Source: an optimization exercise on an open RTL-to-GDS flow (aim: small area, a short achievable clock period and few clock cycles per item). Production flows keep margins and buffers that such runs may drop.
In this exercise RTL edits were held to simulation tests only and were not proved equivalent to the original.

$ cat flow/design.v
module Milestone_1 (
		input logic clock,
		input logic resetn,
		input logic start,
		output logic done,
		input logic  [15:0] SRAM_read_data,
		output logic [15:0] SRAM_write_data,
		output logic SRAM_we_n,
		output logic [17:0] SRAM_address
);
logic        run, pro;
logic [4:0]  fc;
logic [6:0]  k;
logic [15:0] ya, ucnt;
logic [16:0] wa;
logic [7:0]  c [0:9];
logic [15:0] rd_q, yw;
logic [7:0]  pend;
logic [8:0]  fa, fb, fcs;
logic [8:0]  qu, qv;
logic [24:0] qyt;
logic [11:0] tr, tg, tb;
logic        nu, nv;
logic [7:0]  b0;
wire k79     = (k == 7'd79);
wire lastrow = (ya == 16'd38400);
logic       shift;
logic [1:0] srcsel;  
always_comb begin
	shift = 1'b0; srcsel = 2'd3;
	if (!k79) begin
		case (fc)
			5'd1: begin shift = 1'b1; srcsel = 2'd0; end
			5'd2: begin shift = 1'b1; srcsel = 2'd1; end
			5'd6, 5'd7: begin shift = 1'b1; srcsel = (k == 7'd78) ? 2'd3 : 2'd2; end
			default: ;
		endcase
	end else begin
		case (fc)
			5'd1, 5'd2, 5'd5, 5'd6, 5'd9, 5'd10, 5'd11, 5'd12: begin shift = 1'b1; srcsel = 2'd3; end
			5'd7, 5'd8, 5'd15, 5'd16: begin shift = 1'b1; srcsel = 2'd2; end
			5'd13: begin shift = 1'b1; srcsel = 2'd0; end
			5'd14: begin shift = 1'b1; srcsel = 2'd1; end
			default: ;
		endcase
	end
end
logic [7:0] nsmp;
always_comb begin
	case (srcsel)
		2'd0: nsmp = pend;
		2'd1: nsmp = rd_q[7:0];
		2'd2: nsmp = rd_q[15:8];
		default: nsmp = c[8];
	endcase
end
always_ff @(posedge clock) begin
	if (run && shift) begin
		for (int i = 0; i < 9; i++) c[i] <= c[i+1];
		c[9] <= nsmp;
	end
	fa  <= {1'b0, c[0]} + {1'b0, nsmp};
	fb  <= {1'b0, ~c[2]} + {1'b0, ~c[8]};
	fcs <= {1'b0, c[4]} + {1'b0, c[6]};
	if (run && (fc == 5'd6 || (k79 && (fc == 5'd7 || fc == 5'd15)))) pend <= rd_q[7:0];
	if (run && (fc == 5'd2 || fc == 5'd6 || (k79 && (fc == 5'd7 || fc == 5'd14 || fc == 5'd15)))) rd_q <= SRAM_read_data;
	if (run && (fc == 5'd1 || fc == 5'd7 || (k79 && fc == 5'd16))) yw <= SRAM_read_data;
end
wire [16:0] ft;
m_filt u_filt (.a(fa), .b(fb), .c(fcs), .o(ft));
wire [8:0] fz = ft[16:8];
wire evenld = (fc == 5'd0 || fc == 5'd5);
wire [7:0] y8 = evenld ? yw[15:8] : yw[7:0];
wire [24:0] ytv;
m_yt u_yt (.y(y8), .o(ytv));
wire qu_f = k79 ? (fc == 5'd2 || fc == 5'd6) : (fc == 5'd2 || fc == 5'd7);
wire qv_f = k79 ? (fc == 5'd3 || fc == 5'd7) : (fc == 5'd3 || fc == 5'd8);
always_ff @(posedge clock) begin
	if (evenld) begin
		qu <= {1'b0, c[4]} + 9'd104;
		qv <= {1'b0, c[5]} + 9'd104;
	end else begin
		if (qu_f) qu <= fz;
		if (qv_f) qv <= fz;
	end
	if (evenld || fc == 5'd1 || fc == 5'd6) qyt <= ytv;
end
wire [27:0] sr, sg, sb;
m_r u_r (.yt(qyt), .zv(qv), .o(sr));
m_g u_g (.yt(qyt), .zu(qu), .zv(qv), .o(sg));
m_b u_b (.yt(qyt), .zu(qu), .o(sb));
always_ff @(posedge clock) begin
	tr <= sr[27:16];
	tg <= sg[27:16];
	tb <= sb[27:16];
	nu <= (qu < 9'd104);
	nv <= (qv < 9'd104);
end
function automatic [7:0] clip(input [11:0] t, input [7:0] corr);
	logic [7:0] top;
	top = {{4{t[11]}}, t[11:8]} + corr;
	clip = top[7] ? 8'd0 : ((|top[6:0]) ? 8'd255 : t[7:0]);
endfunction
wire [7:0] r8 = clip(tr, nv ? 8'h93 : 8'h00);
wire [7:0] g8 = clip(tg, (nu ? 8'he8 : 8'h00) + (nv ? 8'hdf : 8'h00));
wire [7:0] b8 = clip(tb, nu ? 8'h9b : 8'h00);
wire wr_slot = (fc == 5'd0 || fc == 5'd1 || fc == 5'd2 || fc == 5'd5 || fc == 5'd6 || fc == 5'd7) ||
               (k79 && lastrow && (fc == 5'd9 || fc == 5'd10));
wire do_wr = wr_slot && !pro;
wire do_y  = k79 ? (fc == 5'd13 || fc == 5'd17) : (fc == 5'd4 || fc == 5'd8);
wire do_u  = k79 ? (fc == 5'd3 || fc == 5'd11 || fc == 5'd18) : (fc == 5'd9 && k <= 7'd76);
wire do_v  = k79 ? (fc == 5'd4 || fc == 5'd12) : (fc == 5'd3 && k <= 7'd77);
wire end_frame = k79 ? (fc == 5'd18) : (fc == 5'd9);
wire fin = k79 && lastrow && (fc == 5'd10);
logic [15:0] wdat;
always_comb begin
	if (fc == 5'd2 || fc == 5'd7) wdat = {r8, g8};
	else if (fc == 5'd1 || fc == 5'd6 || fc == 5'd10) wdat = {g8, b8};
	else wdat = {b0, r8};
end
always_ff @(posedge clock) begin
	if (run && (fc == 5'd2 || fc == 5'd7)) b0 <= b8;
	if (!run) begin
		if (start) begin
			pro  <= 1'b1;
			fc   <= 5'd4;
			k    <= 7'd79;
			ya   <= 16'd0;
			ucnt <= 16'd38400;
			wa   <= 17'd15872;
			SRAM_address <= 18'd38400;
		end
	end else begin
		if (end_frame) begin
			fc <= 5'd0;
			k  <= k79 ? 7'd0 : k + 7'd1;
		end else begin
			fc <= fc + 5'd1;
		end
		if (k == 7'd0 && fc == 5'd1) pro <= 1'b0;
		if (do_wr) begin
			SRAM_address <= {1'b1, wa};
			SRAM_write_data <= wdat;
			wa <= wa + 17'd1;
		end else if (do_y) begin
			SRAM_address <= {2'b0, ya};
			ya <= ya + 16'd1;
		end else if (do_u) begin
			SRAM_address <= {2'b0, ucnt};
		end else if (do_v) begin
			SRAM_address <= {1'b0, ucnt + 17'd19200};
			ucnt <= ucnt + 16'd1;
		end
	end
end
always_ff @(posedge clock or negedge resetn) begin
	if (!resetn) begin
		run <= 1'b0;
		done <= 1'b0;
		SRAM_we_n <= 1'b1;
	end else begin
		done <= 1'b0;
		SRAM_we_n <= 1'b1;
		if (!run) begin
			if (start) run <= 1'b1;
		end else begin
			if (do_wr) SRAM_we_n <= 1'b0;
			if (fin) begin
				done <= 1'b1;
				run <= 1'b0;
			end
		end
	end
end
endmodule
module m_yt(input logic [7:0] y, output logic [24:0] o);
  wire t1 = y[7] ^ y[5]; wire t2 = y[7] & y[5];
  wire t3 = y[6] ^ y[4]; wire t4 = y[6] & y[4];
  wire t5 = y[7] ^ y[5]; wire t6 = y[7] & y[5];
  wire t7 = y[4] ^ y[2]; wire t8 = y[4] & y[2];
  wire t9 = y[5] ^ y[3] ^ y[1]; wire t10 = (y[5] & y[3]) | (y[5] & y[1]) | (y[3] & y[1]);
  wire t11 = y[6] ^ y[4] ^ y[2]; wire t12 = (y[6] & y[4]) | (y[6] & y[2]) | (y[4] & y[2]);
  wire t13 = y[3] ^ y[0] ^ 1'b1; wire t14 = (y[3] & y[0]) | (y[3] & 1'b1) | (y[0] & 1'b1);
  wire t15 = y[1] ^ 1'b1 ^ t2; wire t16 = (y[1] & 1'b1) | (y[1] & t2) | (1'b1 & t2);
  wire t17 = y[2] ^ 1'b1 ^ t4; wire t18 = (y[2] & 1'b1) | (y[2] & t4) | (1'b1 & t4);
  wire t19 = y[6] ^ y[3] ^ 1'b1; wire t20 = (y[6] & y[3]) | (y[6] & 1'b1) | (y[3] & 1'b1);
  wire t21 = y[7] ^ y[4]; wire t22 = y[7] & y[4];
  wire t23 = y[2] ^ y[0]; wire t24 = y[2] & y[0];
  wire t25 = y[3] ^ y[1] ^ 1'b1; wire t26 = (y[3] & y[1]) | (y[3] & 1'b1) | (y[1] & 1'b1);
  wire t27 = y[0] ^ 1'b1 ^ t7; wire t28 = (y[0] & 1'b1) | (y[0] & t7) | (1'b1 & t7);
  wire t29 = 1'b1 ^ t8 ^ t9; wire t30 = (1'b1 & t8) | (1'b1 & t9) | (t8 & t9);
  wire t31 = 1'b1 ^ t10 ^ t11; wire t32 = (1'b1 & t10) | (1'b1 & t11) | (t10 & t11);
  wire t33 = t1 ^ t12 ^ t13; wire t34 = (t1 & t12) | (t1 & t13) | (t12 & t13);
  wire t35 = t3 ^ t14 ^ t15; wire t36 = (t3 & t14) | (t3 & t15) | (t14 & t15);
  wire t37 = t5 ^ t16 ^ t17; wire t38 = (t5 & t16) | (t5 & t17) | (t16 & t17);
  wire t39 = t6 ^ t18 ^ t19; wire t40 = (t6 & t18) | (t6 & t19) | (t18 & t19);
  wire t41 = 1'b1 ^ t20 ^ t21; wire t42 = (1'b1 & t20) | (1'b1 & t21) | (t20 & t21);
  wire t43 = y[5] ^ 1'b1 ^ t22; wire t44 = (y[5] & 1'b1) | (y[5] & t22) | (1'b1 & t22);
  wire t45 = y[6] ^ 1'b1; wire t46 = y[6] & 1'b1;
  wire t47 = y[7] ^ 1'b1; wire t48 = y[7] & 1'b1;
  wire [24:0] ra = {1'b1, t46, t44, t42, t40, t38, t36, t34, t32, t30, t28, t26, t24, 1'b1, y[1], ~y[7], ~y[6], ~y[5], ~y[4], ~y[3], ~y[2], ~y[1], ~y[0], 1'b0, 1'b0};
  wire [24:0] rb = {t48, t47, t45, t43, t41, t39, t37, t35, t33, t31, t29, t27, t25, t23, 1'b1, y[0], 1'b0, 1'b0, 1'b0, 1'b0, 1'b0, 1'b0, 1'b1, 1'b0, 1'b0};
  assign o = ra + rb;
endmodule
module m_filt(input logic [8:0] a, input logic [8:0] b, input logic [8:0] c, output logic [16:0] o);
  wire t1 = a[7] ^ a[5]; wire t2 = a[7] & a[5];
  wire t3 = a[8] ^ a[6]; wire t4 = a[8] & a[6];
  wire t5 = a[4] ^ a[2]; wire t6 = a[4] & a[2];
  wire t7 = a[5] ^ a[3] ^ a[1]; wire t8 = (a[5] & a[3]) | (a[5] & a[1]) | (a[3] & a[1]);
  wire t9 = b[3] ^ ~b[1]; wire t10 = b[3] & ~b[1];
  wire t11 = a[6] ^ a[4] ^ a[2]; wire t12 = (a[6] & a[4]) | (a[6] & a[2]) | (a[4] & a[2]);
  wire t13 = b[4] ^ ~b[2] ^ b[0]; wire t14 = (b[4] & ~b[2]) | (b[4] & b[0]) | (~b[2] & b[0]);
  wire t15 = ~c[6] ^ c[1]; wire t16 = ~c[6] & c[1];
  wire t17 = a[3] ^ b[5] ^ ~b[3]; wire t18 = (a[3] & b[5]) | (a[3] & ~b[3]) | (b[5] & ~b[3]);
  wire t19 = b[1] ^ ~c[7] ^ c[2]; wire t20 = (b[1] & ~c[7]) | (b[1] & c[2]) | (~c[7] & c[2]);
  wire t21 = c[0] ^ 1'b1 ^ t1; wire t22 = (c[0] & 1'b1) | (c[0] & t1) | (1'b1 & t1);
  wire t23 = a[4] ^ b[6] ^ ~b[4]; wire t24 = (a[4] & b[6]) | (a[4] & ~b[4]) | (b[6] & ~b[4]);
  wire t25 = b[2] ^ ~c[8] ^ c[3]; wire t26 = (b[2] & ~c[8]) | (b[2] & c[3]) | (~c[8] & c[3]);
  wire t27 = c[1] ^ t2 ^ t3; wire t28 = (c[1] & t2) | (c[1] & t3) | (t2 & t3);
  wire t29 = a[7] ^ a[5] ^ b[7]; wire t30 = (a[7] & a[5]) | (a[7] & b[7]) | (a[5] & b[7]);
  wire t31 = ~b[5] ^ b[3] ^ c[4]; wire t32 = (~b[5] & b[3]) | (~b[5] & c[4]) | (b[3] & c[4]);
  wire t33 = c[2] ^ 1'b1 ^ t4; wire t34 = (c[2] & 1'b1) | (c[2] & t4) | (1'b1 & t4);
  wire t35 = a[8] ^ a[6] ^ b[8]; wire t36 = (a[8] & a[6]) | (a[8] & b[8]) | (a[6] & b[8]);
  wire t37 = ~b[6] ^ b[4] ^ c[5]; wire t38 = (~b[6] & b[4]) | (~b[6] & c[5]) | (b[4] & c[5]);
  wire t39 = c[3] ^ 1'b1; wire t40 = c[3] & 1'b1;
  wire t41 = a[7] ^ ~b[7] ^ b[5]; wire t42 = (a[7] & ~b[7]) | (a[7] & b[5]) | (~b[7] & b[5]);
  wire t43 = c[6] ^ c[4]; wire t44 = c[6] & c[4];
  wire t45 = a[8] ^ ~b[8] ^ b[6]; wire t46 = (a[8] & ~b[8]) | (a[8] & b[6]) | (~b[8] & b[6]);
  wire t47 = a[3] ^ a[1]; wire t48 = a[3] & a[1];
  wire t49 = a[0] ^ b[2] ^ ~b[0]; wire t50 = (a[0] & b[2]) | (a[0] & ~b[0]) | (b[2] & ~b[0]);
  wire t51 = ~c[4] ^ 1'b1; wire t52 = ~c[4] & 1'b1;
  wire t53 = ~c[5] ^ c[0] ^ 1'b1; wire t54 = (~c[5] & c[0]) | (~c[5] & 1'b1) | (c[0] & 1'b1);
  wire t55 = t6 ^ t7 ^ t9; wire t56 = (t6 & t7) | (t6 & t9) | (t7 & t9);
  wire t57 = 1'b1 ^ t8 ^ t10; wire t58 = (1'b1 & t8) | (1'b1 & t10) | (t8 & t10);
  wire t59 = t11 ^ t13 ^ t15; wire t60 = (t11 & t13) | (t11 & t15) | (t13 & t15);
  wire t61 = t12 ^ t14 ^ t16; wire t62 = (t12 & t14) | (t12 & t16) | (t14 & t16);
  wire t63 = t17 ^ t19 ^ t21; wire t64 = (t17 & t19) | (t17 & t21) | (t19 & t21);
  wire t65 = t18 ^ t20 ^ t22; wire t66 = (t18 & t20) | (t18 & t22) | (t20 & t22);
  wire t67 = t23 ^ t25 ^ t27; wire t68 = (t23 & t25) | (t23 & t27) | (t25 & t27);
  wire t69 = t24 ^ t26 ^ t28; wire t70 = (t24 & t26) | (t24 & t28) | (t26 & t28);
  wire t71 = t29 ^ t31 ^ t33; wire t72 = (t29 & t31) | (t29 & t33) | (t31 & t33);
  wire t73 = t30 ^ t32 ^ t34; wire t74 = (t30 & t32) | (t30 & t34) | (t32 & t34);
  wire t75 = t35 ^ t37 ^ t39; wire t76 = (t35 & t37) | (t35 & t39) | (t37 & t39);
  wire t77 = 1'b1 ^ t36 ^ t38; wire t78 = (1'b1 & t36) | (1'b1 & t38) | (t36 & t38);
  wire t79 = t40 ^ t41 ^ t43; wire t80 = (t40 & t41) | (t40 & t43) | (t41 & t43);
  wire t81 = c[7] ^ c[5] ^ 1'b1; wire t82 = (c[7] & c[5]) | (c[7] & 1'b1) | (c[5] & 1'b1);
  wire t83 = t42 ^ t44 ^ t45; wire t84 = (t42 & t44) | (t42 & t45) | (t44 & t45);
  wire t85 = b[7] ^ c[8] ^ c[6]; wire t86 = (b[7] & c[8]) | (b[7] & c[6]) | (c[8] & c[6]);
  wire t87 = a[2] ^ a[0]; wire t88 = a[2] & a[0];
  wire t89 = b[1] ^ ~c[3] ^ 1'b1; wire t90 = (b[1] & ~c[3]) | (b[1] & 1'b1) | (~c[3] & 1'b1);
  wire t91 = t5 ^ t48 ^ t49; wire t92 = (t5 & t48) | (t5 & t49) | (t48 & t49);
  wire t93 = t50 ^ t52 ^ t53; wire t94 = (t50 & t52) | (t50 & t53) | (t52 & t53);
  wire t95 = t54 ^ t56 ^ t57; wire t96 = (t54 & t56) | (t54 & t57) | (t56 & t57);
  wire t97 = t58 ^ t60 ^ t61; wire t98 = (t58 & t60) | (t58 & t61) | (t60 & t61);
  wire t99 = t62 ^ t64 ^ t65; wire t100 = (t62 & t64) | (t62 & t65) | (t64 & t65);
  wire t101 = t66 ^ t68 ^ t69; wire t102 = (t66 & t68) | (t66 & t69) | (t68 & t69);
  wire t103 = t70 ^ t72 ^ t73; wire t104 = (t70 & t72) | (t70 & t73) | (t72 & t73);
  wire t105 = t74 ^ t76 ^ t77; wire t106 = (t74 & t76) | (t74 & t77) | (t76 & t77);
  wire t107 = t78 ^ t80 ^ t81; wire t108 = (t78 & t80) | (t78 & t81) | (t80 & t81);
  wire t109 = t46 ^ t82 ^ t84; wire t110 = (t46 & t82) | (t46 & t84) | (t82 & t84);
  wire t111 = b[8] ^ c[7] ^ 1'b1; wire t112 = (b[8] & c[7]) | (b[8] & 1'b1) | (c[7] & 1'b1);
  wire t113 = a[0] ^ ~c[0]; wire t114 = a[0] & ~c[0];
  wire t115 = a[1] ^ ~c[1]; wire t116 = a[1] & ~c[1];
  wire t117 = b[0] ^ ~c[2] ^ t87; wire t118 = (b[0] & ~c[2]) | (b[0] & t87) | (~c[2] & t87);
  wire t119 = t47 ^ t88 ^ t89; wire t120 = (t47 & t88) | (t47 & t89) | (t88 & t89);
  wire t121 = t51 ^ t90 ^ t91; wire t122 = (t51 & t90) | (t51 & t91) | (t90 & t91);
  wire t123 = t55 ^ t92 ^ t93; wire t124 = (t55 & t92) | (t55 & t93) | (t92 & t93);
  wire t125 = t59 ^ t94 ^ t95; wire t126 = (t59 & t94) | (t59 & t95) | (t94 & t95);
  wire t127 = t63 ^ t96 ^ t97; wire t128 = (t63 & t96) | (t63 & t97) | (t96 & t97);
  wire t129 = t67 ^ t98 ^ t99; wire t130 = (t67 & t98) | (t67 & t99) | (t98 & t99);
  wire t131 = t71 ^ t100 ^ t101; wire t132 = (t71 & t100) | (t71 & t101) | (t100 & t101);
  wire t133 = t75 ^ t102 ^ t103; wire t134 = (t75 & t102) | (t75 & t103) | (t102 & t103);
  wire t135 = t79 ^ t104 ^ t105; wire t136 = (t79 & t104) | (t79 & t105) | (t104 & t105);
  wire t137 = t83 ^ t106 ^ t107; wire t138 = (t83 & t106) | (t83 & t107) | (t106 & t107);
  wire t139 = t85 ^ t108 ^ t109; wire t140 = (t85 & t108) | (t85 & t109) | (t108 & t109);
  wire t141 = t86 ^ t110 ^ t111; wire t142 = (t86 & t110) | (t86 & t111) | (t110 & t111);
  wire t143 = c[8] ^ 1'b1 ^ t112; wire t144 = (c[8] & 1'b1) | (c[8] & t112) | (1'b1 & t112);
  wire [16:0] ra = {1'b1, t142, t140, t138, t136, t134, t132, t130, t128, t126, t124, t122, t120, t118, t116, t114, 1'b1};
  wire [16:0] rb = {t144, t143, t141, t139, t137, t135, t133, t131, t129, t127, t125, t123, t121, t119, t117, t115, t113};
  assign o = ra + rb;
endmodule
module m_r(input logic [24:0] yt, input logic [8:0] zv, output logic [27:0] o);
  wire t1 = yt[7] ^ ~zv[7]; wire t2 = yt[7] & ~zv[7];
  wire t3 = yt[8] ^ ~zv[8] ^ zv[6]; wire t4 = (yt[8] & ~zv[8]) | (yt[8] & zv[6]) | (~zv[8] & zv[6]);
  wire t5 = zv[4] ^ zv[1]; wire t6 = zv[4] & zv[1];
  wire t7 = yt[9] ^ zv[7] ^ zv[5]; wire t8 = (yt[9] & zv[7]) | (yt[9] & zv[5]) | (zv[7] & zv[5]);
  wire t9 = yt[10] ^ zv[8]; wire t10 = yt[10] & zv[8];
  wire t11 = yt[11] ^ zv[7]; wire t12 = yt[11] & zv[7];
  wire t13 = yt[12] ^ zv[8]; wire t14 = yt[12] & zv[8];
  wire t15 = yt[13] ^ zv[6] ^ ~zv[2]; wire t16 = (yt[13] & zv[6]) | (yt[13] & ~zv[2]) | (zv[6] & ~zv[2]);
  wire t17 = yt[14] ^ zv[7]; wire t18 = yt[14] & zv[7];
  wire t19 = yt[15] ^ zv[8] ^ ~zv[4]; wire t20 = (yt[15] & zv[8]) | (yt[15] & ~zv[4]) | (zv[8] & ~zv[4]);
  wire t21 = zv[2] ^ ~zv[0]; wire t22 = zv[2] & ~zv[0];
  wire t23 = yt[16] ^ ~zv[5] ^ zv[3]; wire t24 = (yt[16] & ~zv[5]) | (yt[16] & zv[3]) | (~zv[5] & zv[3]);
  wire t25 = ~zv[1] ^ 1'b1; wire t26 = ~zv[1] & 1'b1;
  wire t27 = yt[17] ^ ~zv[6] ^ zv[4]; wire t28 = (yt[17] & ~zv[6]) | (yt[17] & zv[4]) | (~zv[6] & zv[4]);
  wire t29 = ~zv[2] ^ zv[0] ^ 1'b1; wire t30 = (~zv[2] & zv[0]) | (~zv[2] & 1'b1) | (zv[0] & 1'b1);
  wire t31 = yt[18] ^ ~zv[7] ^ zv[5]; wire t32 = (yt[18] & ~zv[7]) | (yt[18] & zv[5]) | (~zv[7] & zv[5]);
  wire t33 = ~zv[3] ^ zv[1]; wire t34 = ~zv[3] & zv[1];
  wire t35 = yt[19] ^ ~zv[8] ^ zv[6]; wire t36 = (yt[19] & ~zv[8]) | (yt[19] & zv[6]) | (~zv[8] & zv[6]);
  wire t37 = ~zv[4] ^ zv[2] ^ 1'b1; wire t38 = (~zv[4] & zv[2]) | (~zv[4] & 1'b1) | (zv[2] & 1'b1);
  wire t39 = yt[20] ^ zv[7] ^ ~zv[5]; wire t40 = (yt[20] & zv[7]) | (yt[20] & ~zv[5]) | (zv[7] & ~zv[5]);
  wire t41 = yt[21] ^ zv[8] ^ ~zv[6]; wire t42 = (yt[21] & zv[8]) | (yt[21] & ~zv[6]) | (zv[8] & ~zv[6]);
  wire t43 = yt[22] ^ ~zv[7]; wire t44 = yt[22] & ~zv[7];
  wire t45 = yt[3] ^ ~zv[3]; wire t46 = yt[3] & ~zv[3];
  wire t47 = yt[4] ^ ~zv[4] ^ zv[2]; wire t48 = (yt[4] & ~zv[4]) | (yt[4] & zv[2]) | (~zv[4] & zv[2]);
  wire t49 = yt[5] ^ ~zv[5] ^ zv[3]; wire t50 = (yt[5] & ~zv[5]) | (yt[5] & zv[3]) | (~zv[5] & zv[3]);
  wire t51 = yt[6] ^ ~zv[6] ^ zv[4]; wire t52 = (yt[6] & ~zv[6]) | (yt[6] & zv[4]) | (~zv[6] & zv[4]);
  wire t53 = zv[5] ^ zv[3] ^ zv[0]; wire t54 = (zv[5] & zv[3]) | (zv[5] & zv[0]) | (zv[3] & zv[0]);
  wire t55 = 1'b1 ^ t2 ^ t3; wire t56 = (1'b1 & t2) | (1'b1 & t3) | (t2 & t3);
  wire t57 = zv[2] ^ t4 ^ t6; wire t58 = (zv[2] & t4) | (zv[2] & t6) | (t4 & t6);
  wire t59 = zv[6] ^ zv[3] ^ t8; wire t60 = (zv[6] & zv[3]) | (zv[6] & t8) | (zv[3] & t8);
  wire t61 = zv[4] ^ ~zv[0] ^ t10; wire t62 = (zv[4] & ~zv[0]) | (zv[4] & t10) | (~zv[0] & t10);
  wire t63 = zv[5] ^ ~zv[1] ^ t12; wire t64 = (zv[5] & ~zv[1]) | (zv[5] & t12) | (~zv[1] & t12);
  wire t65 = zv[0] ^ 1'b1 ^ t14; wire t66 = (zv[0] & 1'b1) | (zv[0] & t14) | (1'b1 & t14);
  wire t67 = ~zv[3] ^ zv[1] ^ t16; wire t68 = (~zv[3] & zv[1]) | (~zv[3] & t16) | (zv[1] & t16);
  wire t69 = 1'b1 ^ t18 ^ t19; wire t70 = (1'b1 & t18) | (1'b1 & t19) | (t18 & t19);
  wire t71 = t20 ^ t22 ^ t23; wire t72 = (t20 & t22) | (t20 & t23) | (t22 & t23);
  wire t73 = t24 ^ t26 ^ t27; wire t74 = (t24 & t26) | (t24 & t27) | (t26 & t27);
  wire t75 = t28 ^ t30 ^ t31; wire t76 = (t28 & t30) | (t28 & t31) | (t30 & t31);
  wire t77 = t32 ^ t34 ^ t35; wire t78 = (t32 & t34) | (t32 & t35) | (t34 & t35);
  wire t79 = zv[3] ^ t36 ^ t38; wire t80 = (zv[3] & t36) | (zv[3] & t38) | (t36 & t38);
  wire t81 = zv[4] ^ 1'b1 ^ t40; wire t82 = (zv[4] & 1'b1) | (zv[4] & t40) | (1'b1 & t40);
  wire t83 = zv[5] ^ 1'b1 ^ t42; wire t84 = (zv[5] & 1'b1) | (zv[5] & t42) | (1'b1 & t42);
  wire t85 = yt[23] ^ ~zv[8] ^ zv[6]; wire t86 = (yt[23] & ~zv[8]) | (yt[23] & zv[6]) | (~zv[8] & zv[6]);
  wire t87 = yt[24] ^ zv[7]; wire t88 = yt[24] & zv[7];
  wire t89 = yt[0] ^ ~zv[0]; wire t90 = yt[0] & ~zv[0];
  wire t91 = yt[1] ^ ~zv[1]; wire t92 = yt[1] & ~zv[1];
  wire t93 = yt[2] ^ ~zv[2] ^ zv[0]; wire t94 = (yt[2] & ~zv[2]) | (yt[2] & zv[0]) | (~zv[2] & zv[0]);
  wire t95 = zv[1] ^ 1'b1 ^ t45; wire t96 = (zv[1] & 1'b1) | (zv[1] & t45) | (1'b1 & t45);
  wire t97 = zv[0] ^ t46 ^ t47; wire t98 = (zv[0] & t46) | (zv[0] & t47) | (t46 & t47);
  wire t99 = zv[1] ^ t48 ^ t49; wire t100 = (zv[1] & t48) | (zv[1] & t49) | (t48 & t49);
  wire t101 = zv[2] ^ t50 ^ t51; wire t102 = (zv[2] & t50) | (zv[2] & t51) | (t50 & t51);
  wire t103 = t1 ^ t52 ^ t53; wire t104 = (t1 & t52) | (t1 & t53) | (t52 & t53);
  wire t105 = t5 ^ t54 ^ t55; wire t106 = (t5 & t54) | (t5 & t55) | (t54 & t55);
  wire t107 = t7 ^ t56 ^ t57; wire t108 = (t7 & t56) | (t7 & t57) | (t56 & t57);
  wire t109 = t9 ^ t58 ^ t59; wire t110 = (t9 & t58) | (t9 & t59) | (t58 & t59);
  wire t111 = t11 ^ t60 ^ t61; wire t112 = (t11 & t60) | (t11 & t61) | (t60 & t61);
  wire t113 = t13 ^ t62 ^ t63; wire t114 = (t13 & t62) | (t13 & t63) | (t62 & t63);
  wire t115 = t15 ^ t64 ^ t65; wire t116 = (t15 & t64) | (t15 & t65) | (t64 & t65);
  wire t117 = t17 ^ t66 ^ t67; wire t118 = (t17 & t66) | (t17 & t67) | (t66 & t67);
  wire t119 = t21 ^ t68 ^ t69; wire t120 = (t21 & t68) | (t21 & t69) | (t68 & t69);
  wire t121 = t25 ^ t70 ^ t71; wire t122 = (t25 & t70) | (t25 & t71) | (t70 & t71);
  wire t123 = t29 ^ t72 ^ t73; wire t124 = (t29 & t72) | (t29 & t73) | (t72 & t73);
  wire t125 = t33 ^ t74 ^ t75; wire t126 = (t33 & t74) | (t33 & t75) | (t74 & t75);
  wire t127 = t37 ^ t76 ^ t77; wire t128 = (t37 & t76) | (t37 & t77) | (t76 & t77);
  wire t129 = t39 ^ t78 ^ t79; wire t130 = (t39 & t78) | (t39 & t79) | (t78 & t79);
  wire t131 = t41 ^ t80 ^ t81; wire t132 = (t41 & t80) | (t41 & t81) | (t80 & t81);
  wire t133 = t43 ^ t82 ^ t83; wire t134 = (t43 & t82) | (t43 & t83) | (t82 & t83);
  wire t135 = t44 ^ t84 ^ t85; wire t136 = (t44 & t84) | (t44 & t85) | (t84 & t85);
  wire t137 = 1'b1 ^ t86 ^ t87; wire t138 = (1'b1 & t86) | (1'b1 & t87) | (t86 & t87);
  wire t139 = zv[8] ^ t88; wire t140 = zv[8] & t88;
  wire [27:0] ra = {1'b1, 1'b1, t138, t136, t134, t132, t130, t128, t126, t124, t122, t120, t118, t116, t114, t112, t110, t108, t106, t104, t102, t100, t98, t96, t94, t92, t90, 1'b1};
  wire [27:0] rb = {1'b0, t140, t139, t137, t135, t133, t131, t129, t127, t125, t123, t121, t119, t117, t115, t113, t111, t109, t107, t105, t103, t101, t99, t97, t95, t93, t91, t89};
  assign o = ra + rb;
endmodule
module m_g(input logic [24:0] yt, input logic [8:0] zu, input logic [8:0] zv, output logic [27:0] o);
  wire t1 = yt[15] ^ ~zu[5]; wire t2 = yt[15] & ~zu[5];
  wire t3 = yt[16] ^ ~zu[6] ^ zu[3]; wire t4 = (yt[16] & ~zu[6]) | (yt[16] & zu[3]) | (~zu[6] & zu[3]);
  wire t5 = ~zu[1] ^ ~zv[4]; wire t6 = ~zu[1] & ~zv[4];
  wire t7 = yt[17] ^ ~zu[7] ^ zu[4]; wire t8 = (yt[17] & ~zu[7]) | (yt[17] & zu[4]) | (~zu[7] & zu[4]);
  wire t9 = ~zu[2] ^ ~zv[5]; wire t10 = ~zu[2] & ~zv[5];
  wire t11 = yt[18] ^ ~zu[8] ^ zu[5]; wire t12 = (yt[18] & ~zu[8]) | (yt[18] & zu[5]) | (~zu[8] & zu[5]);
  wire t13 = ~zu[3] ^ ~zv[6] ^ zv[4]; wire t14 = (~zu[3] & ~zv[6]) | (~zu[3] & zv[4]) | (~zv[6] & zv[4]);
  wire t15 = yt[19] ^ zu[6] ^ ~zu[4]; wire t16 = (yt[19] & zu[6]) | (yt[19] & ~zu[4]) | (zu[6] & ~zu[4]);
  wire t17 = ~zv[7] ^ zv[5]; wire t18 = ~zv[7] & zv[5];
  wire t19 = yt[20] ^ zu[7] ^ ~zu[5]; wire t20 = (yt[20] & zu[7]) | (yt[20] & ~zu[5]) | (zu[7] & ~zu[5]);
  wire t21 = ~zv[8] ^ zv[6]; wire t22 = ~zv[8] & zv[6];
  wire t23 = yt[21] ^ zu[8]; wire t24 = yt[21] & zu[8];
  wire t25 = yt[5] ^ zu[2] ^ ~zu[0]; wire t26 = (yt[5] & zu[2]) | (yt[5] & ~zu[0]) | (zu[2] & ~zu[0]);
  wire t27 = yt[6] ^ zu[3] ^ ~zu[1]; wire t28 = (yt[6] & zu[3]) | (yt[6] & ~zu[1]) | (zu[3] & ~zu[1]);
  wire t29 = yt[7] ^ zu[4] ^ ~zu[2]; wire t30 = (yt[7] & zu[4]) | (yt[7] & ~zu[2]) | (zu[4] & ~zu[2]);
  wire t31 = yt[8] ^ zu[5] ^ ~zu[3]; wire t32 = (yt[8] & zu[5]) | (yt[8] & ~zu[3]) | (zu[5] & ~zu[3]);
  wire t33 = yt[9] ^ zu[6] ^ ~zu[4]; wire t34 = (yt[9] & zu[6]) | (yt[9] & ~zu[4]) | (zu[6] & ~zu[4]);
  wire t35 = yt[10] ^ zu[7] ^ ~zu[5]; wire t36 = (yt[10] & zu[7]) | (yt[10] & ~zu[5]) | (zu[7] & ~zu[5]);
  wire t37 = ~zu[0] ^ ~zv[5]; wire t38 = ~zu[0] & ~zv[5];
  wire t39 = yt[11] ^ zu[8] ^ ~zu[6]; wire t40 = (yt[11] & zu[8]) | (yt[11] & ~zu[6]) | (zu[8] & ~zu[6]);
  wire t41 = ~zu[1] ^ ~zv[6]; wire t42 = ~zu[1] & ~zv[6];
  wire t43 = yt[12] ^ ~zu[7] ^ ~zu[2]; wire t44 = (yt[12] & ~zu[7]) | (yt[12] & ~zu[2]) | (~zu[7] & ~zu[2]);
  wire t45 = ~zv[7] ^ ~zv[0]; wire t46 = ~zv[7] & ~zv[0];
  wire t47 = yt[13] ^ ~zu[8] ^ ~zu[3]; wire t48 = (yt[13] & ~zu[8]) | (yt[13] & ~zu[3]) | (~zu[8] & ~zu[3]);
  wire t49 = zu[0] ^ ~zv[8] ^ ~zv[1]; wire t50 = (zu[0] & ~zv[8]) | (zu[0] & ~zv[1]) | (~zv[8] & ~zv[1]);
  wire t51 = yt[14] ^ ~zu[4] ^ zu[1]; wire t52 = (yt[14] & ~zu[4]) | (yt[14] & zu[1]) | (~zu[4] & zu[1]);
  wire t53 = ~zv[2] ^ zv[0] ^ 1'b1; wire t54 = (~zv[2] & zv[0]) | (~zv[2] & 1'b1) | (zv[0] & 1'b1);
  wire t55 = zu[2] ^ ~zu[0] ^ ~zv[3]; wire t56 = (zu[2] & ~zu[0]) | (zu[2] & ~zv[3]) | (~zu[0] & ~zv[3]);
  wire t57 = zv[1] ^ 1'b1 ^ t1; wire t58 = (zv[1] & 1'b1) | (zv[1] & t1) | (1'b1 & t1);
  wire t59 = zv[2] ^ ~zv[0] ^ 1'b1; wire t60 = (zv[2] & ~zv[0]) | (zv[2] & 1'b1) | (~zv[0] & 1'b1);
  wire t61 = t2 ^ t3 ^ t5; wire t62 = (t2 & t3) | (t2 & t5) | (t3 & t5);
  wire t63 = zv[3] ^ ~zv[1] ^ t4; wire t64 = (zv[3] & ~zv[1]) | (zv[3] & t4) | (~zv[1] & t4);
  wire t65 = t6 ^ t7 ^ t9; wire t66 = (t6 & t7) | (t6 & t9) | (t7 & t9);
  wire t67 = ~zv[2] ^ 1'b1 ^ t8; wire t68 = (~zv[2] & 1'b1) | (~zv[2] & t8) | (1'b1 & t8);
  wire t69 = t10 ^ t11 ^ t13; wire t70 = (t10 & t11) | (t10 & t13) | (t11 & t13);
  wire t71 = ~zv[3] ^ 1'b1 ^ t12; wire t72 = (~zv[3] & 1'b1) | (~zv[3] & t12) | (1'b1 & t12);
  wire t73 = t14 ^ t15 ^ t17; wire t74 = (t14 & t15) | (t14 & t17) | (t15 & t17);
  wire t75 = ~zv[4] ^ 1'b1 ^ t16; wire t76 = (~zv[4] & 1'b1) | (~zv[4] & t16) | (1'b1 & t16);
  wire t77 = t18 ^ t19 ^ t21; wire t78 = (t18 & t19) | (t18 & t21) | (t19 & t21);
  wire t79 = ~zu[6] ^ zv[7] ^ ~zv[5]; wire t80 = (~zu[6] & zv[7]) | (~zu[6] & ~zv[5]) | (zv[7] & ~zv[5]);
  wire t81 = t20 ^ t22 ^ t23; wire t82 = (t20 & t22) | (t20 & t23) | (t22 & t23);
  wire t83 = yt[22] ^ ~zu[7] ^ zv[8]; wire t84 = (yt[22] & ~zu[7]) | (yt[22] & zv[8]) | (~zu[7] & zv[8]);
  wire t85 = ~zv[6] ^ 1'b1 ^ t24; wire t86 = (~zv[6] & 1'b1) | (~zv[6] & t24) | (1'b1 & t24);
  wire t87 = yt[23] ^ ~zu[8] ^ ~zv[7]; wire t88 = (yt[23] & ~zu[8]) | (yt[23] & ~zv[7]) | (~zu[8] & ~zv[7]);
  wire t89 = yt[3] ^ zu[0]; wire t90 = yt[3] & zu[0];
  wire t91 = yt[4] ^ zu[1]; wire t92 = yt[4] & zu[1];
  wire t93 = ~zv[5] ^ ~zv[0] ^ 1'b1; wire t94 = (~zv[5] & ~zv[0]) | (~zv[5] & 1'b1) | (~zv[0] & 1'b1);
  wire t95 = ~zv[6] ^ ~zv[1] ^ t26; wire t96 = (~zv[6] & ~zv[1]) | (~zv[6] & t26) | (~zv[1] & t26);
  wire t97 = ~zv[7] ^ ~zv[2] ^ t28; wire t98 = (~zv[7] & ~zv[2]) | (~zv[7] & t28) | (~zv[2] & t28);
  wire t99 = ~zv[8] ^ ~zv[3] ^ t30; wire t100 = (~zv[8] & ~zv[3]) | (~zv[8] & t30) | (~zv[3] & t30);
  wire t101 = ~zv[4] ^ 1'b1 ^ t32; wire t102 = (~zv[4] & 1'b1) | (~zv[4] & t32) | (1'b1 & t32);
  wire t103 = 1'b1 ^ t34 ^ t35; wire t104 = (1'b1 & t34) | (1'b1 & t35) | (t34 & t35);
  wire t105 = t36 ^ t38 ^ t39; wire t106 = (t36 & t38) | (t36 & t39) | (t38 & t39);
  wire t107 = t40 ^ t42 ^ t43; wire t108 = (t40 & t42) | (t40 & t43) | (t42 & t43);
  wire t109 = t44 ^ t46 ^ t47; wire t110 = (t44 & t46) | (t44 & t47) | (t46 & t47);
  wire t111 = t48 ^ t50 ^ t51; wire t112 = (t48 & t50) | (t48 & t51) | (t50 & t51);
  wire t113 = t52 ^ t54 ^ t55; wire t114 = (t52 & t54) | (t52 & t55) | (t54 & t55);
  wire t115 = t56 ^ t58 ^ t59; wire t116 = (t56 & t58) | (t56 & t59) | (t58 & t59);
  wire t117 = t60 ^ t62 ^ t63; wire t118 = (t60 & t62) | (t60 & t63) | (t62 & t63);
  wire t119 = t64 ^ t66 ^ t67; wire t120 = (t64 & t66) | (t64 & t67) | (t66 & t67);
  wire t121 = t68 ^ t70 ^ t71; wire t122 = (t68 & t70) | (t68 & t71) | (t70 & t71);
  wire t123 = t72 ^ t74 ^ t75; wire t124 = (t72 & t74) | (t72 & t75) | (t74 & t75);
  wire t125 = t76 ^ t78 ^ t79; wire t126 = (t76 & t78) | (t76 & t79) | (t78 & t79);
  wire t127 = t80 ^ t82 ^ t83; wire t128 = (t80 & t82) | (t80 & t83) | (t82 & t83);
  wire t129 = 1'b1 ^ t84 ^ t86; wire t130 = (1'b1 & t84) | (1'b1 & t86) | (t84 & t86);
  wire t131 = yt[24] ^ ~zv[8] ^ 1'b1; wire t132 = (yt[24] & ~zv[8]) | (yt[24] & 1'b1) | (~zv[8] & 1'b1);
  wire t133 = yt[0] ^ ~zv[0]; wire t134 = yt[0] & ~zv[0];
  wire t135 = yt[1] ^ ~zv[1]; wire t136 = yt[1] & ~zv[1];
  wire t137 = yt[2] ^ ~zv[2]; wire t138 = yt[2] & ~zv[2];
  wire t139 = ~zv[3] ^ 1'b1 ^ t89; wire t140 = (~zv[3] & 1'b1) | (~zv[3] & t89) | (1'b1 & t89);
  wire t141 = ~zv[4] ^ t90 ^ t91; wire t142 = (~zv[4] & t90) | (~zv[4] & t91) | (t90 & t91);
  wire t143 = t25 ^ t92 ^ t93; wire t144 = (t25 & t92) | (t25 & t93) | (t92 & t93);
  wire t145 = t27 ^ t94 ^ t95; wire t146 = (t27 & t94) | (t27 & t95) | (t94 & t95);
  wire t147 = t29 ^ t96 ^ t97; wire t148 = (t29 & t96) | (t29 & t97) | (t96 & t97);
  wire t149 = t31 ^ t98 ^ t99; wire t150 = (t31 & t98) | (t31 & t99) | (t98 & t99);
  wire t151 = t33 ^ t100 ^ t101; wire t152 = (t33 & t100) | (t33 & t101) | (t100 & t101);
  wire t153 = t37 ^ t102 ^ t103; wire t154 = (t37 & t102) | (t37 & t103) | (t102 & t103);
  wire t155 = t41 ^ t104 ^ t105; wire t156 = (t41 & t104) | (t41 & t105) | (t104 & t105);
  wire t157 = t45 ^ t106 ^ t107; wire t158 = (t45 & t106) | (t45 & t107) | (t106 & t107);
  wire t159 = t49 ^ t108 ^ t109; wire t160 = (t49 & t108) | (t49 & t109) | (t108 & t109);
  wire t161 = t53 ^ t110 ^ t111; wire t162 = (t53 & t110) | (t53 & t111) | (t110 & t111);
  wire t163 = t57 ^ t112 ^ t113; wire t164 = (t57 & t112) | (t57 & t113) | (t112 & t113);
  wire t165 = t61 ^ t114 ^ t115; wire t166 = (t61 & t114) | (t61 & t115) | (t114 & t115);
  wire t167 = t65 ^ t116 ^ t117; wire t168 = (t65 & t116) | (t65 & t117) | (t116 & t117);
  wire t169 = t69 ^ t118 ^ t119; wire t170 = (t69 & t118) | (t69 & t119) | (t118 & t119);
  wire t171 = t73 ^ t120 ^ t121; wire t172 = (t73 & t120) | (t73 & t121) | (t120 & t121);
  wire t173 = t77 ^ t122 ^ t123; wire t174 = (t77 & t122) | (t77 & t123) | (t122 & t123);
  wire t175 = t81 ^ t124 ^ t125; wire t176 = (t81 & t124) | (t81 & t125) | (t124 & t125);
  wire t177 = t85 ^ t126 ^ t127; wire t178 = (t85 & t126) | (t85 & t127) | (t126 & t127);
  wire t179 = t87 ^ t128 ^ t129; wire t180 = (t87 & t128) | (t87 & t129) | (t128 & t129);
  wire t181 = t88 ^ t130 ^ t131; wire t182 = (t88 & t130) | (t88 & t131) | (t130 & t131);
  wire [27:0] ra = {1'b1, 1'b1, t132, t180, t178, t176, t174, t172, t170, t168, t166, t164, t162, t160, t158, t156, t154, t152, t150, t148, t146, t144, t142, t140, t138, t136, t134, 1'b1};
  wire [27:0] rb = {1'b0, 1'b0, t182, t181, t179, t177, t175, t173, t171, t169, t167, t165, t163, t161, t159, t157, t155, t153, t151, t149, t147, t145, t143, t141, t139, t137, t135, t133};
  assign o = ra + rb;
endmodule
module m_b(input logic [24:0] yt, input logic [8:0] zu, output logic [27:0] o);
  wire t1 = yt[6] ^ ~zu[6]; wire t2 = yt[6] & ~zu[6];
  wire t3 = yt[7] ^ ~zu[7] ^ ~zu[5]; wire t4 = (yt[7] & ~zu[7]) | (yt[7] & ~zu[5]) | (~zu[7] & ~zu[5]);
  wire t5 = zu[2] ^ zu[0]; wire t6 = zu[2] & zu[0];
  wire t7 = yt[8] ^ ~zu[8] ^ ~zu[6]; wire t8 = (yt[8] & ~zu[8]) | (yt[8] & ~zu[6]) | (~zu[8] & ~zu[6]);
  wire t9 = zu[3] ^ zu[1] ^ 1'b1; wire t10 = (zu[3] & zu[1]) | (zu[3] & 1'b1) | (zu[1] & 1'b1);
  wire t11 = yt[9] ^ ~zu[7] ^ zu[4]; wire t12 = (yt[9] & ~zu[7]) | (yt[9] & zu[4]) | (~zu[7] & zu[4]);
  wire t13 = yt[10] ^ ~zu[8] ^ zu[5]; wire t14 = (yt[10] & ~zu[8]) | (yt[10] & zu[5]) | (~zu[8] & zu[5]);
  wire t15 = yt[11] ^ zu[6] ^ zu[4]; wire t16 = (yt[11] & zu[6]) | (yt[11] & zu[4]) | (zu[6] & zu[4]);
  wire t17 = yt[12] ^ zu[7]; wire t18 = yt[12] & zu[7];
  wire t19 = yt[13] ^ zu[8] ^ zu[6]; wire t20 = (yt[13] & zu[8]) | (yt[13] & zu[6]) | (zu[8] & zu[6]);
  wire t21 = yt[2] ^ ~zu[2]; wire t22 = yt[2] & ~zu[2];
  wire t23 = yt[3] ^ ~zu[3] ^ ~zu[1]; wire t24 = (yt[3] & ~zu[3]) | (yt[3] & ~zu[1]) | (~zu[3] & ~zu[1]);
  wire t25 = yt[4] ^ ~zu[4]; wire t26 = yt[4] & ~zu[4];
  wire t27 = yt[5] ^ ~zu[5] ^ ~zu[3]; wire t28 = (yt[5] & ~zu[5]) | (yt[5] & ~zu[3]) | (~zu[5] & ~zu[3]);
  wire t29 = ~zu[4] ^ zu[1] ^ 1'b1; wire t30 = (~zu[4] & zu[1]) | (~zu[4] & 1'b1) | (zu[1] & 1'b1);
  wire t31 = 1'b1 ^ t2 ^ t3; wire t32 = (1'b1 & t2) | (1'b1 & t3) | (t2 & t3);
  wire t33 = t4 ^ t6 ^ t7; wire t34 = (t4 & t6) | (t4 & t7) | (t6 & t7);
  wire t35 = zu[2] ^ t8 ^ t10; wire t36 = (zu[2] & t8) | (zu[2] & t10) | (t8 & t10);
  wire t37 = zu[3] ^ zu[0] ^ t12; wire t38 = (zu[3] & zu[0]) | (zu[3] & t12) | (zu[0] & t12);
  wire t39 = zu[1] ^ 1'b1 ^ t14; wire t40 = (zu[1] & 1'b1) | (zu[1] & t14) | (1'b1 & t14);
  wire t41 = zu[5] ^ zu[2] ^ t16; wire t42 = (zu[5] & zu[2]) | (zu[5] & t16) | (zu[2] & t16);
  wire t43 = zu[3] ^ 1'b1 ^ t18; wire t44 = (zu[3] & 1'b1) | (zu[3] & t18) | (1'b1 & t18);
  wire t45 = yt[14] ^ zu[7] ^ zu[4]; wire t46 = (yt[14] & zu[7]) | (yt[14] & zu[4]) | (zu[7] & zu[4]);
  wire t47 = yt[15] ^ zu[8]; wire t48 = yt[15] & zu[8];
  wire t49 = yt[16] ^ zu[6]; wire t50 = yt[16] & zu[6];
  wire t51 = yt[17] ^ zu[7]; wire t52 = yt[17] & zu[7];
  wire t53 = yt[18] ^ zu[8]; wire t54 = yt[18] & zu[8];
  wire t55 = yt[19] ^ zu[2]; wire t56 = yt[19] & zu[2];
  wire t57 = yt[20] ^ zu[3]; wire t58 = yt[20] & zu[3];
  wire t59 = yt[0] ^ ~zu[0]; wire t60 = yt[0] & ~zu[0];
  wire t61 = yt[1] ^ ~zu[1]; wire t62 = yt[1] & ~zu[1];
  wire t63 = ~zu[0] ^ 1'b1 ^ t21; wire t64 = (~zu[0] & 1'b1) | (~zu[0] & t21) | (1'b1 & t21);
  wire t65 = 1'b1 ^ t22 ^ t23; wire t66 = (1'b1 & t22) | (1'b1 & t23) | (t22 & t23);
  wire t67 = ~zu[2] ^ t24 ^ t25; wire t68 = (~zu[2] & t24) | (~zu[2] & t25) | (t24 & t25);
  wire t69 = zu[0] ^ t26 ^ t27; wire t70 = (zu[0] & t26) | (zu[0] & t27) | (t26 & t27);
  wire t71 = t1 ^ t28 ^ t29; wire t72 = (t1 & t28) | (t1 & t29) | (t28 & t29);
  wire t73 = t5 ^ t30 ^ t31; wire t74 = (t5 & t30) | (t5 & t31) | (t30 & t31);
  wire t75 = t9 ^ t32 ^ t33; wire t76 = (t9 & t32) | (t9 & t33) | (t32 & t33);
  wire t77 = t11 ^ t34 ^ t35; wire t78 = (t11 & t34) | (t11 & t35) | (t34 & t35);
  wire t79 = t13 ^ t36 ^ t37; wire t80 = (t13 & t36) | (t13 & t37) | (t36 & t37);
  wire t81 = t15 ^ t38 ^ t39; wire t82 = (t15 & t38) | (t15 & t39) | (t38 & t39);
  wire t83 = t17 ^ t40 ^ t41; wire t84 = (t17 & t40) | (t17 & t41) | (t40 & t41);
  wire t85 = t19 ^ t42 ^ t43; wire t86 = (t19 & t42) | (t19 & t43) | (t42 & t43);
  wire t87 = t20 ^ t44 ^ t45; wire t88 = (t20 & t44) | (t20 & t45) | (t44 & t45);
  wire t89 = zu[5] ^ t46 ^ t47; wire t90 = (zu[5] & t46) | (zu[5] & t47) | (t46 & t47);
  wire t91 = 1'b1 ^ t48 ^ t49; wire t92 = (1'b1 & t48) | (1'b1 & t49) | (t48 & t49);
  wire t93 = zu[0] ^ t50 ^ t51; wire t94 = (zu[0] & t50) | (zu[0] & t51) | (t50 & t51);
  wire t95 = zu[1] ^ t52 ^ t53; wire t96 = (zu[1] & t52) | (zu[1] & t53) | (t52 & t53);
  wire t97 = 1'b1 ^ t54 ^ t55; wire t98 = (1'b1 & t54) | (1'b1 & t55) | (t54 & t55);
  wire t99 = 1'b1 ^ t56 ^ t57; wire t100 = (1'b1 & t56) | (1'b1 & t57) | (t56 & t57);
  wire t101 = yt[21] ^ zu[4] ^ t58; wire t102 = (yt[21] & zu[4]) | (yt[21] & t58) | (zu[4] & t58);
  wire t103 = yt[22] ^ zu[5]; wire t104 = yt[22] & zu[5];
  wire t105 = yt[23] ^ zu[6]; wire t106 = yt[23] & zu[6];
  wire t107 = yt[24] ^ zu[7]; wire t108 = yt[24] & zu[7];
  wire t109 = zu[8] ^ 1'b1; wire t110 = zu[8] & 1'b1;
  wire [27:0] ra = {1'b1, 1'b1, t108, t106, t104, t102, t100, t98, t96, t94, t92, t90, t88, t86, t84, t82, t80, t78, t76, t74, t72, t70, t68, t66, t64, t62, t60, 1'b1};
  wire [27:0] rb = {1'b0, t110, t109, t107, t105, t103, t101, t99, t97, t95, t93, t91, t89, t87, t85, t83, t81, t79, t77, t75, t73, t71, t69, t67, t65, t63, t61, t59};
  assign o = ra + rb;
endmodule
$ cat flow/run.sh
#!/bin/bash
# synth_recipe.tcl (not shown) runs the flow's synth.tcl, then flattens the netlist and writes it again
# the make line also repeats each setting of config.mk as NAME=value (left out here)
make -C /OpenROAD-flow-scripts/flow DESIGN_CONFIG=/design/flow/config.mk WORK_HOME=/design/flow/orfs CLKGATE_MAP_FILE= SYNTH_SCRIPT=/design/flow/synth_recipe.tcl finish
$ cat flow/config.mk
export PLATFORM = sky130hd
export DESIGN_NAME = Milestone_1
export DESIGN_NICKNAME = Milestone_1
export VERILOG_FILES = /design/flow/design.v
export SDC_FILE = /design/flow/constraint.sdc
export NUM_CORES = 4
export LEC_CHECK = 0
export CAP_MARGIN = 20
export CORE_MARGIN = 2
export CORE_UTILIZATION = 30
export SLEW_MARGIN = 20
$ cat flow/constraint.sdc
create_clock -name core_clock -period 11.0 [get_ports {clock}]
set_input_delay 2.2000 -clock core_clock [delete_from_list [all_inputs] [get_ports {clock}]]
set_output_delay 2.2000 -clock core_clock [all_outputs]
set_load 0.01 [all_outputs]
==> results_dict.tcl <==
set metrics [dict create \
    cts_setup_buffers 0 \
    cts_buffers 37 \
    synth_edf_count 265 \
    clock.fmax_mhz 184 \
    cts_buffer_depth 3 \
    cts_tree "built" \
    hold_violations 0 \
    n_fill_cell 8401 \
    final_nets 2938 \
    min_period_over_period_pct 49.3 \
    grt_pass1_wl_um 90800 \
    cts.sinks 336 \
    period_needed_ns 5.42 \
    path_class "reg -> reg" \
    start_util_pct 30.3 \
    viasPerCell 4.61 \
    hp-start "c[3][3]" \
    globalplace.congestion 0.846 \
    endpoint_kind "flop" \
    setup_slack_ns 5.58 \
    slew_headroom_pct 31.3 \
    most-common-layout-cells "inv_1 (441), ha_1 (269), edfxtp_1 (265), fa_1 (203), nor2_1 (182)" \
    ys.flop_type "edfxtp_1" \
    wire_per_inst_um 15.7 \
    final.setup_skew_ns 0.0302 \
    clock_latency_ns 0.57 \
    grt_start_max_net_pins 81 \
    postCtsResizedCells 0 \
    reg2reg_from "fc[2]" \
    ys_async_sr_fraction_pct 0.893 \
    drive_gt1_share_pct 4.56 \
    path_max_fanout 29 \
    worstRegToRegCells 15 \
    first_pass_iters 5 \
    ios 55 \
    core_um2 83700 \
    hp-class "reg -> reg" \
    hold_buffers 0 \
    startpoint_type "flop" \
    finalSetupViolCount 0 \
    mostFrequentLayoutCell "inv_1" \
    rows 106 \
    die_h_um 295 \
    rsz0062_at_grt "false" \
    status "no timing/DRC/antenna violations" \
    overflow 0 \
    die-width_um 295 \
    die-area_um2 87000 \
    grt_antenna_before_repair 0 \
    syn_inst 2388 \
    maxSlewViolCount 0 \
    hold_depth 0 \
    antenna_cells 0 \
    r2r_setup_slack_ns 5.58 \
    worst_slew_pin_slew_ns 1.03 \
    syn_to_final_growth_pct 12.4 \
    synth_area_per_cell_um2 10.6 \
    wl_um 56800 \
    ys_seq_elements 336 \
    finalSetupTns_ns 0 \
    drv_cap 0 \
    grt_pass1_vias 16678 \
    place_ws_ns 5.58 \
    yosysSeqAreaShare_pct 37.0 \
    syn_area_um2 25400 \
    clockRootBuffer "clkbuf_16" \
    final_util_pct 34.1 \
    yosys_warnings 2 \
    ys_types 84 \
    crit_arrival_ns 5.72 \
    grt_use_total_pct 13.2 \
    htreeDepth 2 \
    place_hpwl_um 44900 \
    drc 0 \
    r2r_end "qyt[23]" \
    critPathRequiredTime_ns 11.30 \
    place.port_buffers 54 \
    cts.clk_slew.worst_paths_ns 0.06 \
    postRouteAntennaNets 0 \
    syn_nets 2879 \
    vias 16655 \
    holdPathEnd "c[2][3]" \
    drt_iter0_drc 1001 \
]
-- kinds of logic after synthesis --
family | after synthesis | synth area share, %
and+or+nand+nor | 502 | 9.44
AOI/OAI and AO/OA | 424 | 10.9
DFF | 336 | 37.0
adders and majority gates | 473 | 29.3
buffers and inverters | 490 | 7.39
muxes | 35 | 1.54
xor gates and xnor gates | 128 | 4.42
-- through the flow --
| step | hold slack (ns) | std cells | cell area [µm²] |
|---|---|---|---|
| detailed placement | 0.405 | 3542 | 27300 |
| floorplan | 0.400 | 2388 | 25400 |
| finish | 0.415 | 3610 | 28500 |
| global route | 0.426 | 3610 | 28500 |
| global placement | 0.401 | 3542 | 27300 |
| CTS | 0.419 | 3610 | 28500 |
-- sequential cells by signal, indices dropped and copies added (netlist names), 8 cells and up, named ones only --
signal	count
b0	8
yw	16
qv	9
ucnt	16
fcs	9
rd_q	16
SRAM_address	18
tb	12
tr	12
c	80
SRAM_write_data	16
wa	17
ya	16
fb	9
qyt	23
pend	8
tg	12
fa	9
qu	9
-- worst max-delay path, stage by stage, from the launching register on --
cell       delay (ns)
edfxtp_1         0.89
mux2_4           0.38
nand2_4          0.32
mux2i_1          0.65
fa_1             0.54
ha_1             0.28
inv_1            0.04
ha_1             0.33
nand2_1          0.10
or3_1            0.34
a211oi_1         0.29
a211oi_2         0.09
nor3_1           0.32
a2111oi_2        0.10
maj3_1           0.37
xnor2_1          0.13
-- cell usage after synthesis, types with 4 or more instances --
library cell	count	area, µm²
a2111oi_0	4	35.0
a211o_1	4	35.0
a211oi_1	28	210
a21o_1	54	405
a21oi_1	119	596
a311oi_1	4	35.0
a31oi_1	14	87.6
and2_1	9	56.3
and3_1	23	144
buf_1	5	18.8
buf_2	9	45.0
clkbuf_1	31	116
dfxtp_1	68	1360
edfxtp_1	265	7960
fa_1	203	4060
ha_1	269	3370
inv_1	442	1660
mux2_2	5	56.3
mux2i_1	26	260
nand2_1	98	368
nand2b_1	13	81.3
nand3_1	61	305
nand4_1	9	56.3
nor2_1	182	683
nor2b_1	27	169
nor3_1	26	130
nor3b_1	4	30.0
nor4b_1	5	43.8
o2111ai_1	5	43.8
o211a_1	8	80.1
o211ai_1	15	113
o21a_1	7	52.6
o21ai_0	87	435
o21bai_1	22	165
o22ai_1	7	43.8
o31ai_1	10	75.1
or2_2	5	31.3
or3_1	17	106
xnor2_1	74	648
xor2_1	54	473
-- metal layers --
layer / up-vias / global-route usage, % / part of all wire, %
li1: 8188 / - / -
met1: 8104 / 18.3 / 48
met2: 300 / 21.8 / 47
met3: 63 / 1.56 / 3.5
met4: 0 / 3.36 / 2.1
met5: - / 0 / 0
-- how the worst max path moves through the flow --
| stage | cells after the start | endpoint | slack, ns | start |
|---|---|---|---|---|
| after detailed placement | 17 | qyt[23] | 5.58 | fc[2] |
| after floorplan | 7 | c[0][0] | 5.16 | fc[0] |
| final | 15 | qyt[23] | 5.58 | fc[2] |
| after global routing | 17 | qyt[23] | 5.22 | fc[2] |
| after global placement | 15 | qyt[23] | 5.65 | fc[2] |
| after CTS | 15 | qyt[23] | 5.58 | fc[2] |
-- layout make-up --
type / count / area, µm² / share of cell area (%)
Clock buffer: 41 / 951 / 3.33
Clock inverter: 27 / 297 / 1.04
Inverter: 442 / 1660 / 5.81
Multi-Input combinational cell: 1562 / 14200 / 49.6
Sequential cell: 336 / 9400 / 32.9
Tap cell: 1134 / 1420 / 4.97
Timing Repair Buffer: 68 / 646 / 2.26
Testbench counts, summed over its fixed seeds: cycles 1,553,344, images 8.

[separate check: timing with driven ports]
The results above use ideal ports. As a check the final layout listed here was re-extracted and re-timed, cells and wires unchanged.
Step 1 (the two cells are an assumption about what drives the block):
set clk [get_ports {clock}]
set_driving_cell -lib_cell sky130_fd_sc_hd__clkbuf_16 $clk
set_driving_cell -lib_cell sky130_fd_sc_hd__buf_2 [delete_from_list [all_inputs] $clk]
Step 2 moves the port delays by t, midway between the first and last clock arrival at a register: inputs arrive t later, outputs are due t later. That takes back most of the time a late clock gives input paths.
Slacks: ideal / step 1 / step 2; pairs: ideal / step 1.
t, ns: 0.617
setup slack, ns: 5.578 / 5.578 / 5.578
worst slew at a driven data input, ns: 0.04
After both steps this run still meets setup and hold. For this run, drivers alone change the setup slack by 0.000 ns; drivers and shift together by 0.000 ns.
